This is an optimization exercise on Yosys and OpenROAD, whose aim is small area, not a production implementation.
Function was checked by simulation only, so behaviour that the tests miss may differ from the original.
No activity file was given, so power comes from the tool's default toggle rates.

Setup of run A:
// dds_synth
module dds_synth (
input  wire        CLK,
input  wire        RESET,
input  wire [7:0]  NOTE,
input  wire [2:0]  FORM,
output wire [31:0] WAVE
);
Size: about 690 cells after synthesis, about 40 flip-flops, about 4200 um^2 of cells after synthesis.
export LEC_CHECK = 0
export ABC_AREA = 1
export CAP_MARGIN = 0
export CORE_MARGIN = 2
export CORE_UTILIZATION = 60
export CTS_BUF_LIST = sky130_fd_sc_hd__clkbuf_8
export SLEW_MARGIN = 0
create_clock -name core_clock -period 6.0 [get_ports {CLK}]
standard.sh (not shown) runs the stock make flow with config.mk's settings and CLKGATE_MAP_FILE= SYNTH_SCRIPT=/design/flow/synth_recipe.tcl, a recipe that flattens the netlist after the stock synthesis.
==> flow/flow/run.sh <==
#!/bin/bash
# Standard ORFS layout (the standard.sh) with three changes:
#  - synthesis maps with the ABC script in flow/abc_area.script;
#  - synthesis does not extract full/half adder cells (ADDER_MAP_FILE empty),
#    so ABC maps the adder logic itself.
#    Registers are unchanged: same count, names and cell types;
#  - the port buffers that buffer_ports inserts are sky130_fd_sc_hd__buf_1.
# Every tool's output is kept in the ORFS logs under orfs/logs/ and in
# flow_make.log here.
set -euo pipefail
rm -rf scripts_local
cp -r "$FLOW_HOME/scripts" scripts_local
cp flow/abc_area.script scripts_local/abc_area.script
bash standard.sh "SCRIPTS_DIR=$PWD/scripts_local" "ADDER_MAP_FILE=" \
  "BUFFER_PORTS_ARGS=-buffer_cell sky130_fd_sc_hd__buf_1" finish > flow_make.log 2>&1
==> flow/flow/abc_area.script <==
strash
dch
map -a
topo
stime -c
Run A reached the final stage; the timing, design-rule and antenna checks on its layout passed.
Inputs modified between run A and run B:
# run A
export LEC_CHECK = 0
export ABC_AREA = 1
export CAP_MARGIN = 0
export CORE_MARGIN = 2
export CORE_UTILIZATION = 60
export CTS_BUF_LIST = sky130_fd_sc_hd__clkbuf_8
export SLEW_MARGIN = 0
create_clock -name core_clock -period 6.0 [get_ports {CLK}]
# run B
export LEC_CHECK = 0
export ABC_AREA = 1
export CAP_MARGIN = 20
export CORE_MARGIN = 2
export CORE_UTILIZATION = 60
export CTS_BUF_LIST = sky130_fd_sc_hd__clkbuf_8
export SLEW_MARGIN = 20
create_clock -name core_clock -period 6.0 [get_ports {CLK}]
-- flow/flow/run.sh --
<<< run A, line 2
# Standard ORFS layout (the standard.sh) with three changes:
>>> run B, line 2
# Standard ORFS layout (the standard.sh) with these changes:
<<< run A, line 7
#  - the port buffers that buffer_ports inserts are sky130_fd_sc_hd__buf_1.
>>> run B, line 7
#  - the port buffers that buffer_ports inserts are sky130_fd_sc_hd__buf_1;
#  - extra make variables, one per line, from flow/make_args.txt (if any).
<<< run A, line 14
>>> run B, line 15
extra=()
if [[ -f flow/make_args.txt ]]; then
  while IFS= read -r line; do
    [[ -n "$line" ]] && extra+=("$line")
  done < flow/make_args.txt
fi
<<< run A, line 15
  "BUFFER_PORTS_ARGS=-buffer_cell sky130_fd_sc_hd__buf_1" finish > flow_make.log 2>&1
>>> run B, line 22
  "BUFFER_PORTS_ARGS=-buffer_cell sky130_fd_sc_hd__buf_1" "${extra[@]}" finish > flow_make.log 2>&1
==> flow/flow/make_args.txt (new file) <==
CTS_ARGS=-repair_clock_nets -buf_list sky130_fd_sc_hd__clkbuf_8 -root_buf sky130_fd_sc_hd__clkbuf_16
==> comparison <==
When the final numbers for run B and run A were put side by side, the via count turned out to be greater in run B.
Delta (run B minus run A): clock distribution area overhead in the final layout +1.1 points; minimum period implied by the final worst setup slack shows an increase of 0.036 ns.
As far as global routing met3 resource utilization is concerned, run B and run A perform about the same.
Relative to run A, the global-route usage over all layers of run B is higher by 0.26 points.
Between run B and run A, count of non-CTS buffers in the layout is lower for run A, run B comes in above that.
NOTE violation count after the first detailed-routing iteration run A->run B increased by more than a quarter
Setup changes, run B to run C
==> flow/flow/run.sh <==
#!/bin/bash
# Standard ORFS layout (the standard.sh) with three changes:
#  - synthesis maps with the ABC script in flow/abc_area.script;
#  - synthesis does not extract full/half adder cells (ADDER_MAP_FILE empty),
#    so ABC maps the adder logic itself.
#    Registers are unchanged: same count, names and cell types;
#  - the port buffers that buffer_ports inserts are sky130_fd_sc_hd__buf_1.
# Every tool's output is kept in the ORFS logs under orfs/logs/ and in
# flow_make.log here.
set -euo pipefail
rm -rf scripts_local
cp -r "$FLOW_HOME/scripts" scripts_local
cp flow/abc_area.script scripts_local/abc_area.script
bash standard.sh "SCRIPTS_DIR=$PWD/scripts_local" "ADDER_MAP_FILE=" \
  "BUFFER_PORTS_ARGS=-buffer_cell sky130_fd_sc_hd__buf_1" finish > flow_make.log 2>&1
removed: flow/flow/make_args.txt
==> comparison <==
- Run C vs. run B: remaining max-slew budget at the tightest pin shows a reduction of 0.39 points; worst setup slack shows an increase of 0.036 ns; register-to-register slack shows an increase of 0.02 ns.

* * *

## job 8096
Another version of the RTL of dds_synth (not shown whole).
For scale: roughly 40 flip-flops, roughly 45 I/O pins.
Settings: LEC_CHECK=0, ABC_AREA=1, CAP_MARGIN=20, CORE_MARGIN=2, CORE_UTILIZATION=60, CTS_BUF_LIST=sky130_fd_sc_hd__clkbuf_8, SLEW_MARGIN=20; clock period 6.0 ns.
==> flow/flow/run.sh <==
#!/bin/bash
# Standard ORFS layout (the standard.sh) with three changes:
#  - synthesis maps with the ABC script in flow/abc_area.script;
#  - synthesis does not extract full/half adder cells (ADDER_MAP_FILE empty),
#    so ABC maps the adder logic itself.
#    Registers are unchanged: same count, names and cell types;
#  - the port buffers that buffer_ports inserts are sky130_fd_sc_hd__buf_1.
# Every tool's output is kept in the ORFS logs under orfs/logs/ and in
# flow_make.log here.
set -euo pipefail
rm -rf scripts_local
cp -r "$FLOW_HOME/scripts" scripts_local
cp flow/abc_area.script scripts_local/abc_area.script
bash standard.sh "SCRIPTS_DIR=$PWD/scripts_local" "ADDER_MAP_FILE=" \
  "BUFFER_PORTS_ARGS=-buffer_cell sky130_fd_sc_hd__buf_1" finish > flow_make.log 2>&1
==> flow/flow/abc_area.script <==
strash
dch
amap
topo
stime -c
[inputs] job 7751 vs job 8096
diff --git a/flow/flow/run.sh b/flow/flow/run.sh
--- a/flow/flow/run.sh
+++ b/flow/flow/run.sh
@@ -2 +2 @@
-# Standard ORFS layout (the standard.sh) with three changes:
+# Standard ORFS layout (the standard.sh) with these changes:
@@ -7 +7,2 @@
-#  - the port buffers that buffer_ports inserts are sky130_fd_sc_hd__buf_1.
+#  - the port buffers that buffer_ports inserts are sky130_fd_sc_hd__buf_1;
+#  - extra make variables, one per line, from flow/make_args.txt (if any).
@@ -13,0 +15,6 @@
+extra=()
+if [[ -f flow/make_args.txt ]]; then
+  while IFS= read -r line; do
+    [[ -n "$line" ]] && extra+=("$line")
+  done < flow/make_args.txt
+fi
@@ -15 +22 @@
-  "BUFFER_PORTS_ARGS=-buffer_cell sky130_fd_sc_hd__buf_1" finish > flow_make.log 2>&1
+  "BUFFER_PORTS_ARGS=-buffer_cell sky130_fd_sc_hd__buf_1" "${extra[@]}" finish > flow_make.log 2>&1
==> flow/flow/abc_area.script <==
strash
dch
amap -m
topo
stime -c
==> flow/flow/make_args.txt (new file) <==
CTS_ARGS=-sink_clustering_enable -repair_clock_nets -buf_list sky130_fd_sc_hd__clkbuf_8 -dont_use_dummy_load
[summary]
- Diff job 8096 -> job 7751 | fmax | up by a few percent
- Job 7751 — number of buffer and inverter stages on the critical path 3 higher, job 8096 as reference
- Job 7751 vs job 8096, period utilization went down by 3.5 points.
- Comparing job 7751 and job 8096, the higher fraction of the yosys area taken by sequential cells is on job 7751.
- NOTE post-detailed-routing wire length job 8096->job 7751 decreased by a few percent
- Job 8096 → job 7751: die area moved down; worst setup slack after layout up 0.21 ns; clock network contribution to total cell area lost 1.3 points.
- Job 7751: full flow OK, the timing, design-rule and antenna checks passed
- Sequential share of cell area, job 7751 and job 8096, higher one = job 7751.
- Cell area | job 7751 vs job 8096 | job 7751 smaller
The inputs of job 9903 differ from those of job 7751 as listed below.
- an added GPL_TIMING_DRIVEN of 0
- a change of CORE_UTILIZATION from 60 to 50
## What came out
Flip-flop and latch count: job 7751 vs job 9903, no meaningful difference
As far as synthesized cell count goes, job 7751 and job 9903 are indistinguishable; the numbers are identical.
Changes observed in job 9903 relative to job 7751: via count lost 73; utilization now smaller.
Job 7751 -> job 9903: timing-limited maximum frequency flat
| relative max-transition margin | job 9903 vs job 7751 | worse |
Changes in job 9278 relative to job 9903:
- swapping 50 for 60 in CORE_UTILIZATION
==> flow/flow/make_args.txt <==
CTS_ARGS=-sink_clustering_enable -repair_clock_nets -buf_list sky130_fd_sc_hd__clkbuf_4 -root_buf sky130_fd_sc_hd__clkbuf_8 -dont_use_dummy_load
Final critical-path required period delta (job 9278 − job 9903): unfavourable
No stage failed in job 9278, and the final checks on the layout all came back clean.
Comparing job 9278 and job 9903, the lower power density normalized to cell area was measured on job 9903.
Delta (job 9278 minus job 9903): final cell area excluding filler cells shows a reduction of 130 um^2, total power shows a reduction of about 1.6%, internal power contribution shows a reduction of 1.8%, portion of the layout cell area used by non-clock buffers shows a reduction of 1.6 points, maximum root-to-sink buffer count shows no meaningful change.
Total of plain and repair buffers excluding clock buffers: job 9278 < job 9903
Delta (job 9278 minus job 9903): total wire length went down about 3.6%, HPWL after detailed placement went down about 5%, number of antenna diodes held.
The following lists how job 1582 was set up differently from job 9278:
- CORE_UTILIZATION now 67, was 60
==> flow/flow/make_args.txt <==
CTS_ARGS=-sink_clustering_enable -repair_clock_nets -buf_list sky130_fd_sc_hd__clkbuf_8 -dont_use_dummy_load
--- outcome ---
Going from job 9278 to job 1582, post-detailed-routing wire length grows by about 14%. Diff job 9278 -> job 1582: clock skew held steady; total leakage power grew by 0.052 nW; switching power share of the total grew by 1.5 points; max-slew headroom at the worst pin shrank by 0.97 points. Going from job 9278 to job 1582, the final design utilization was found to have gone up by 11 points. [compare] base=job 9278 new=job 1582: data-path buffer share of cell area in the final layout moved up, number of max-cap violations level.
Edits applied to the flow inputs when going from job 1582 to job 5644:
- CORE_UTILIZATION now 60, was 67
### Flow results
- Job 5644 against job 1582: synthesis-to-finish area growth went down, critical path data required time went up, part of the power in combinational logic went down, power share of the sequential group went up, post-detailed-routing wire length went down.
- Looking at count of non-filler cells in the finished layout, job 5644 sits about 0.54% below job 1582.
- Comparing job 1582 against job 5644, there is no change at all in maximum number of pins on one net before global-route repair.

==> port drivers added, routing unchanged <==
How much do the figures lean on ideal ports? The routed layouts below were timed once more, with nothing changed but the port constraints.
Step 1 (the two cells are an assumption about what drives the block):
set clk [get_ports {CLK}]
set_driving_cell -lib_cell sky130_fd_sc_hd__clkbuf_16 $clk
set_driving_cell -lib_cell sky130_fd_sc_hd__buf_2 [delete_from_list [all_inputs] $clk]
Step 2 also shifts input and output timing later by t, the mid clock arrival at the registers, as if the neighbouring blocks saw the same clock.
Slacks: no drivers / after step 1 / after step 2; pairs: no drivers / after step 1.
| run | shift t [ns] | setup WS [ns] | worst setup path at the end | worst register clock-pin slew, ns | worst slew at a driven data input, ns |
|---|---|---|---|---|---|
| run A | 0.328 | 0.467 / 0.437 / 0.501 | register to register | 0.09 / 0.09 | 0.03 |
| run B | 0.317 | 0.431 / 0.396 / 0.482 | register to register | 0.06 / 0.06 | 0.03 |
| run C | 0.328 | 0.467 / 0.437 / 0.501 | register to register | 0.09 / 0.09 | 0.03 |
| job 8096 | 0.333 | 0.175 / 0.175 / 0.175 | register to register | 0.09 / 0.09 | 0.03 |
| job 7751 | 0.319 | 0.385 / 0.385 / 0.385 | register to register | 0.09 / 0.09 | 0.03 |
| job 9903 | 0.327 | 0.394 / 0.394 / 0.394 | register to register | 0.09 / 0.09 | 0.03 |
| job 9278 | 0.321 | 0.358 / 0.339 / 0.339 | input to output | 0.09 / 0.09 | 0.03 |
| job 1582 | 0.337 | 0.211 / 0.179 / 0.179 | input to output | 0.09 / 0.09 | 0.04 |
| job 5644 | 0.321 | 0.358 / 0.339 / 0.339 | input to output | 0.09 / 0.09 | 0.03 |
After both steps setup and hold are still met in every run listed. For job 1582, which loses most, drivers alone change the setup slack by -0.032 ns; drivers and shift together by -0.032 ns.
